What follows belongs to an exercise in optimizing a design on an open flow for a short achievable clock period and few clock cycles; a production flow would make more cautious choices. For this run, only the layout was checked, not whether the RTL still works. No activity file was given, so power comes from the tool's default toggle rates.

--- flow/run.sh ---
#!/bin/bash
# synth_recipe.tcl (not shown) runs the flow's synth.tcl, then flattens the netlist and writes it again
# the make line also repeats each setting of config.mk as NAME=value (left out here)
make -C /OpenROAD-flow-scripts/flow DESIGN_CONFIG=/design/flow/config.mk WORK_HOME=/design/flow/orfs CLKGATE_MAP_FILE= SYNTH_SCRIPT=/design/flow/synth_recipe.tcl finish
--- flow/config.mk ---
export PLATFORM = sky130hd
export DESIGN_NAME = myCPU
export DESIGN_NICKNAME = myCPU
export VERILOG_FILES = /design/flow/design.v
export SDC_FILE = /design/flow/constraint.sdc
export NUM_CORES = 4
export LEC_CHECK = 0
export CAP_MARGIN = 20
export CORE_MARGIN = 2
export CORE_UTILIZATION = 30
export PLACE_DENSITY = 0.5
export SETUP_SLACK_MARGIN = 5
export SLEW_MARGIN = 20
--- flow/constraint.sdc ---
create_clock -name core_clock -period 9.0 [get_ports {cpu_clk}]
set_input_delay 1.8000 -clock core_clock [delete_from_list [all_inputs] [get_ports {cpu_clk}]]
set_output_delay 1.8000 -clock core_clock [all_outputs]
set_load 0.01 [all_outputs]
--- flow/design.v ---
`timescale 1ns / 1ps
module myCPU (
    input  wire         cpu_rst,
    input  wire         cpu_clk,
    output wire [15:0]  inst_addr,
    input  wire [31:0]  inst,
    output wire [31:0]  Bus_addr,
    input  wire [31:0]  Bus_rdata,
    output wire         Bus_we,
    output wire [31:0]  Bus_wdata
    , 
    output wire         debug_wb_have_inst,
    output wire [31:0]  debug_wb_pc,
    output              debug_wb_ena,
    output wire [ 4:0]  debug_wb_reg,
    output wire [31:0]  debug_wb_value
);
reg  [31:0] pc;
reg         e_valid;
reg  [31:0] e_pc;
reg  [31:0] e_pc4;
reg  [31:0] e_a;         
reg  [31:0] e_b;         
reg  [31:0] e_sd;        
reg  [31:0] e_imm;       
reg  [31:0] e_tgt;       
reg  [4:0]  e_rd;
reg         e_we;        
reg         e_ld, e_st;
reg         e_s_add, e_s_sub, e_s_and, e_s_or, e_s_xor, e_s_sll, e_s_srl, e_s_sra;
reg         e_s_link, e_s_imm;
reg         e_jalr, e_beq, e_bne, e_blt, e_bge;
reg         e_pred;      
reg         m_valid;
reg  [31:0] m_pc;
reg  [31:0] m_res;       
reg  [31:0] m_addr;
reg  [31:0] m_sd;
reg  [4:0]  m_rd;
reg         m_we, m_ld, m_st;
reg  [31:0] rf [1:31];
reg         w_ena;
reg         w_have;
reg  [31:0] w_pc;
reg  [4:0]  w_reg;
reg  [31:0] w_val;
wire [31:0] m_val = m_ld ? Bus_rdata : m_res;
wire        m_wen = m_valid & m_we & (m_rd != 5'd0);
assign Bus_addr  = m_addr;
assign Bus_wdata = m_sd;
assign Bus_we    = m_valid & m_st;
always @(posedge cpu_clk) begin
    if (m_wen) rf[m_rd] <= m_val;
end
wire [31:0] sum  = e_a + e_b;
wire [31:0] diff = e_a - e_b;
wire        eq   = (e_a == e_b);
wire [4:0]  sh   = e_b[4:0];
wire [31:0] sra  = $signed(e_a) >>> sh;
wire [31:0] e_res =
      ({32{e_s_add}} & sum)
    | ({32{e_s_sub}} & diff)
    | ({32{e_s_and}} & (e_a & e_b))
    | ({32{e_s_or }} & (e_a | e_b))
    | ({32{e_s_xor}} & (e_a ^ e_b))
    | ({32{e_s_sll}} & (e_a << sh))
    | ({32{e_s_srl}} & (e_a >> sh))
    | ({32{e_s_sra}} & sra)
    | ({32{e_s_link}} & e_pc4)
    | ({32{e_s_imm }} & e_imm);
wire        e_fwd   = e_valid & e_we & (e_rd != 5'd0);
wire        br_take = (e_beq & eq) | (e_bne & ~eq) | (e_blt & diff[31]) | (e_bge & ~diff[31]);
wire        e_isbr  = e_beq | e_bne | e_blt | e_bge;
wire        e_redir = e_valid & (e_jalr | (e_isbr & (br_take ^ e_pred)));
wire [31:0] e_npc   = e_jalr ? sum : (br_take ? e_tgt : e_pc4);
wire [6:0] opc = inst[6:0];
wire [2:0] f3  = inst[14:12];
wire [4:0] rs1 = inst[19:15];
wire [4:0] rs2 = inst[24:20];
wire [4:0] rd  = inst[11:7];
wire d_r    = (opc == 7'b0110011);
wire d_i    = (opc == 7'b0010011);
wire d_ld   = (opc == 7'b0000011);
wire d_jalr = (opc == 7'b1100111);
wire d_st   = (opc == 7'b0100011);
wire d_br   = (opc == 7'b1100011);
wire d_lui  = (opc == 7'b0110111);
wire d_jal  = (opc == 7'b1101111);
wire [3:0] aop = d_r ? {inst[30], f3} :
                 d_i ? {((f3 == 3'b101) | (f3 == 3'b001)) & inst[30], f3} : 4'b0000;
wire d_alu = d_r | d_i;
wire [31:0] imm_i = {{20{inst[31]}}, inst[31:20]};
wire [31:0] imm_s = {{20{inst[31]}}, inst[31:25], inst[11:7]};
wire [31:0] imm_b = {{20{inst[31]}}, inst[7], inst[30:25], inst[11:8], 1'b0};
wire [31:0] imm_u = {inst[31:12], 12'b0};
wire [31:0] imm_j = {{12{inst[31]}}, inst[19:12], inst[20], inst[30:21], 1'b0};
wire [31:0] imm = (d_i | d_ld | d_jalr) ? imm_i :
                  d_st  ? imm_s :
                  d_br  ? imm_b :
                  d_lui ? imm_u :
                  d_jal ? imm_j : 32'b0;
wire [31:0] d_pc4 = pc + 32'd4;
wire [31:0] d_tgt = pc + imm;
wire        d_brk = d_br & ((f3 == 3'b000) | (f3 == 3'b001) |
                            (f3 == 3'b100) | (f3 == 3'b101));
wire use1 = d_r | d_i | d_ld | d_st | d_br | d_jalr;
wire use2 = d_r | d_st | d_br;
wire stall = e_valid & e_ld & (e_rd != 5'd0) &
             ((use1 & (e_rd == rs1)) | (use2 & (e_rd == rs2)));
wire d_pred  = d_jal | (d_brk & inst[31]);
wire [31:0] rf1 = (rs1 == 5'd0) ? 32'b0 : rf[rs1];
wire [31:0] rf2 = (rs2 == 5'd0) ? 32'b0 : rf[rs2];
wire [31:0] v1  = (e_fwd && e_rd == rs1) ? e_res :
                  (m_wen && m_rd == rs1) ? m_val : rf1;
wire [31:0] v2  = (e_fwd && e_rd == rs2) ? e_res :
                  (m_wen && m_rd == rs2) ? m_val : rf2;
assign inst_addr = {2'b00, pc[15:2]};
always @(posedge cpu_clk or posedge cpu_rst) begin
    if (cpu_rst) begin
        pc      <= 32'b0;
        e_valid <= 1'b0;
        m_valid <= 1'b0;
    end else begin
        pc      <= e_redir ? e_npc : stall ? pc : d_pred ? d_tgt : d_pc4;
        e_valid <= ~e_redir & ~stall;
        m_valid <= e_valid;
    end
end
always @(posedge cpu_clk) begin
    e_pc     <= pc;
    e_pc4    <= d_pc4;
    e_a      <= v1;
    e_b      <= (d_r | d_br) ? v2 : imm;
    e_sd     <= v2;
    e_imm    <= imm;
    e_tgt    <= d_tgt;
    e_rd     <= rd;
    e_we     <= d_alu | d_ld | d_jalr | d_lui | d_jal;
    e_ld     <= d_ld;
    e_st     <= d_st;
    e_s_add  <= d_alu & (aop == 4'b0000);
    e_s_sub  <= d_alu & (aop == 4'b1000);
    e_s_and  <= d_alu & (aop == 4'b0111);
    e_s_or   <= d_alu & (aop == 4'b0110);
    e_s_xor  <= d_alu & (aop == 4'b0100);
    e_s_sll  <= d_alu & (aop == 4'b0001);
    e_s_srl  <= d_alu & (aop == 4'b0101);
    e_s_sra  <= d_alu & (aop == 4'b1101);
    e_s_link <= d_jal | d_jalr;
    e_s_imm  <= d_lui;
    e_jalr   <= d_jalr;
    e_beq    <= d_br & (f3 == 3'b000);
    e_bne    <= d_br & (f3 == 3'b001);
    e_blt    <= d_br & (f3 == 3'b100);
    e_bge    <= d_br & (f3 == 3'b101);
    e_pred   <= d_pred;
end
always @(posedge cpu_clk) begin
    m_pc   <= e_pc;
    m_res  <= e_res;
    m_addr <= sum;
    m_sd   <= e_sd;
    m_rd   <= e_rd;
    m_we   <= e_we;
    m_ld   <= e_ld;
    m_st   <= e_st;
end
always @(posedge cpu_clk or posedge cpu_rst) begin
    if (cpu_rst) begin
        w_ena  <= 1'b0;
        w_have <= 1'b0;
    end else begin
        w_ena  <= m_valid & m_we;
        w_have <= m_valid;
    end
end
always @(posedge cpu_clk) begin
    w_pc  <= m_pc;
    w_reg <= m_rd;
    w_val <= m_val;
end
    assign debug_wb_have_inst = w_have;
    assign debug_wb_pc        = w_pc;
    assign debug_wb_ena       = w_ena;
    assign debug_wb_reg       = w_reg;
    assign debug_wb_value     = w_val;
endmodule
==> flow_summary.toml <==
[run_status]
outcome = "no timing/DRC/antenna violations"

[critical_path]
crit_family = "compound AO/OA/AOI/OAI gates"
crit_required_ns = 9.71
critPathKind = "input pin to register"
crit_path_max_fanout = 7
cpPeakStageDelay_ns = 0.30
worst_setup_path_end_kind = "register"
r2r_cells = 16
crit_buf_inv = 5
critical-path-slowest-cell = "a221o_1"
arrival_ns = 5.43
r2r-end = "pc[14]$_DFFE_PP0P_"
reg2reg_slack_ns = 4.73
cp_cell_sequence = "buf_12, nand4b_1, buf_6, nor3_4, o21bai_4, nor2b_4, buf_8, buf_6, a21oi_4, ha_4, nand2_2, o211ai_1, a221oi_2, o211ai_1, buf_4, a41oi_4, a21oi_2, o21a_1, nor2_2, xnor2_1, mux2_4, a221o_1"
timing.rr.start = "e_b[23]$_DFF_P_"
cp-start-kind = "input pin"

[global_routing]
grtUsageMet1_pct = 32.5
grt_pass1_vias = 50600
grtUsageTotal_pct = 24.8
busiest_layer = "met2"
grt_max_degree = 57
grt_first_pass_wirelength_mm = 422
antenna_found_initial = 29
grtUsageMet2_pct = 38.8
grt_use_met3_pct = 4.94
grt-ovfl-total = 0

[clock_tree]
clock_sinks = 1479
cts_root_buf = "clkbuf_16"
cts_tree = "yes"
path_clk_slew_ns = 0.06
hold_buffers = 0
clock_path_buffers = 3
htreeDepth = 4
cts_made_buffers = 166
clock_latency_ns = 0.86

[power_and_ir_drop]
cellPowerDensity_nw_per_um2 = 199
sw_frac_of_total_pct = 28.6
p_int_w = 0.0127
ir_drop_mv = 0.223
p_switching_w = 0.00508
pwr-share-comb_pct = 17.4
seqPwrFrac_pct = 44.4
clkPwrFrac_pct = 38.2
leakage_nw = 31.8

[logic_synthesis]
synth.most_common_cell = "edfxtp_1"
synth_edf_count = 992
synth.avg_cell_area_sq_um = 13.5
yosysUniqueCellTypes = 109
yosys.area.top_type = "edfxtp_1"
synthCells = 5314
yosys_most_used_dff = "edfxtp_1"
synthTopCellsByArea = "edfxtp_1 41%, mux4_2 15%, dfxtp_1 13%"
synthTopCellsByCount = "992 x edfxtp_1, 465 x mux4_2, 451 x dfxtp_1"
yosysWarnings = 1
synth_top_area_share_pct = 41.4
synth_seq_cells = 1479
synth_seq_area_share_pct = 55.2
synth_area_sq_um = 72000
async_reset_ff_share_pct = 2.43

[routing]
drt_iter0_drc = 6157
ant_nets = 0
vias_per_cell = 5.77
vias = 52200
wl_per_cell_um = 34.4
dr.pass1.iters = 6
routed_wl_mm = 311
drc = 0

[sta]
drv_slew = 0
post-route-period-util_pct = 52.5
fin_crit_ns = 4.72
grt_setup_unrepaired = "yes"
finClkSkew_ns = 0.0530
max_clock_freq_mhz = 212
hold_violations = 0
fin_setup_tns_ns = 0
maxSlewHeadroom_pct = 20.9
tightest_slew_ns = 1.19
setup_violations = 0

[final_layout]
nets = 5935
final-seq-area_sq_um = 39800
regMostFlops = "rf"
fillCellCount = 22700
multi_input_area_sq_um = 32600
fin_cells = 9051
largest_register_ffs = 992
drive_gt1_share_pct = 29.1
syn_to_final_growth_pct = 24.0

[hold_path]
hold_start = "m_pc[21]$_DFF_P_"
hold_depth = 0
min_to = "w_pc[21]$_DFF_P_"
hold_class = "register to register"

[placed_design]
port_buffers = 215
dp_hpwl_mm = 199
place_congestion = 0.996
placedCellCount = 8459

[die]
start_util_pct = 30.2
die_w_um = 494
num_rows = 179
die_h_um = 494
design.core.area_sq_um = 238000
dieArea_sq_um = 244000
design.portCount = 218

[run]
cap_violations = 0
## cell usage in the layout (no fill, tap or decap), drive strengths merged, types with 15 or more instances in the layout
cell,n
nand3,45
and3,18
a221oi,75
o221ai,29
mux4,465
edfxtp,992
ha,129
o22ai,42
and2,15
nor2b,17
o211ai,75
a21oi,330
nor3,74
xnor2,84
inv,185
o21ai,274
or3,15
a222oi,17
nand2b,28
a22oi,79
nor4,18
nor2,394
clkdlybuf4s50,195
xor2,39
or2,18
dfxtp,451
nand4,20
o21bai,23
mux2,100
a211oi,34
clkbuf,221
o21a,22
dfrtp,36
buf,421
a21o,34
nand2,225
clkinv,64
mux2i,350
a31oi,17
## cell type report
type,instances,share of cell area (%)
clock inverters,90,0.932
diodes,9,0.0252
well taps,3167,4.44
flip-flops and latches,1479,44.6
multi-input cells,3272,36.5
clock buffers,216,5.10
repair buffers,638,7.63
inverters,180,0.821
## layer usage
| layer | routed length, um | vias up | part of all wire, % |
|---|---|---|---|
| met3 | 25800 | 608 | 8.3 |
| li1 | - | 21600 | - |
| met1 | 125000 | 27300 | 40 |
| met2 | 142000 | 2660 | 46 |
| met4 | 18600 | 14 | 6.0 |
| met5 | 99 | - | 0.032 |
## logic make-up after synthesis
logic type / synth area share, %
fa+ha+maj: 2.33
mux: 21.0
flops: 55.2
xor+xnor: 1.51
simple gates: 5.79
compound gates: 10.8
buf+inv: 3.40
other cells: 0.00521
## per-stage QoR
step | util, % | hold WS, ns | area (sq um) | worst slack, ns | power, W
after floorplan | - | 0.310 | 72500 | 3.70 | 0.00940
after global placement | 32.8 | 0.310 | 78100 | 1.93 | 0.0106
after detailed placement | 32.8 | 0.312 | 78100 | 1.90 | 0.0106
after CTS | 36.7 | 0.307 | 87400 | 4.35 | 0.0177
after global routing | 37.5 | 0.323 | 89300 | 4.15 | 0.0183
final | 37.5 | 0.314 | 89300 | 4.28 | 0.0178
## power by group through the flow
stage	logic, W	clock network, W	registers [W]
global placement	0.00258	0	0.00804
detailed placement	0.00258	0	0.00804
finish	0.00310	0.00680	0.00791
global route	0.00322	0.00718	0.00793
CTS	0.00288	0.00691	0.00790
floorplan	0.00148	0	0.00792
## timing repair
action                     CTS  global route
hold endpoints to repair     0             0
setup endpoints to repair  183            98
cloned                      23             5
resized for setup          488           217
buffers inserted           157            92
pin swaps                   86           124
## worst max path at each step
stage | start | endpoint | slack [ns] | cells after the start
4_1_cts | inst[3] | pc[25]$_DFFE_PP0P_ | 4.35 | 19
3_3_place_gp | inst[4] | pc[25]$_DFFE_PP0P_ | 1.93 | 18
5_1_grt | inst[4] | pc[25]$_DFFE_PP0P_ | 4.15 | 22
6_report | inst[4] | pc[25]$_DFFE_PP0P_ | 4.28 | 22
3_5_place_dp | inst[4] | pc[30]$_DFFE_PP0P_ | 1.90 | 17
2_1_floorplan | inst[4] | pc[25]$_DFFE_PP0P_ | 3.70 | 20
## worst register-to-register path: stages (launching register included)
cell,delay (ns)
dfxtp_4,0.40
inv_4,0.07
ha_4,0.27
or4_4,0.55
nand2b_4,0.19
nor4_4,0.55
mux2i_2,0.37
nand3b_1,0.16
a211oi_4,0.35
nor2_8,0.05
buf_6,0.13
xor2_4,0.16
a211oi_4,0.09
buf_6,0.18
buf_12,0.15
a21o_1,0.15
a221o_1,0.33

-- port drivers added, routing unchanged --
The results above use ideal ports. As a check the final layout listed here was re-extracted and re-timed, cells and wires unchanged. Step 1 sets driving cells, clkbuf_16 on the clock port and buf_2 on the other inputs (assumed; they add their load-dependent delay and slew). Step 2 adds t to the input delays and takes it off the output delays; t is the mean of the earliest and latest rising clock arrival at the registers after step 1. Input paths then give back, and output paths get back, about the clock's delay inside the block. Slacks: ideal / step 1 / step 2; pairs: ideal / step 1.
shift t [ns]: 0.923
setup WS [ns]: 4.276 / 4.299 / 3.376
worst data-port slew with drivers (ns): 0.30
After both steps this run still meets setup and hold. The setup slack of this run moves by +0.023 ns with the drivers and by -0.900 ns with both steps.
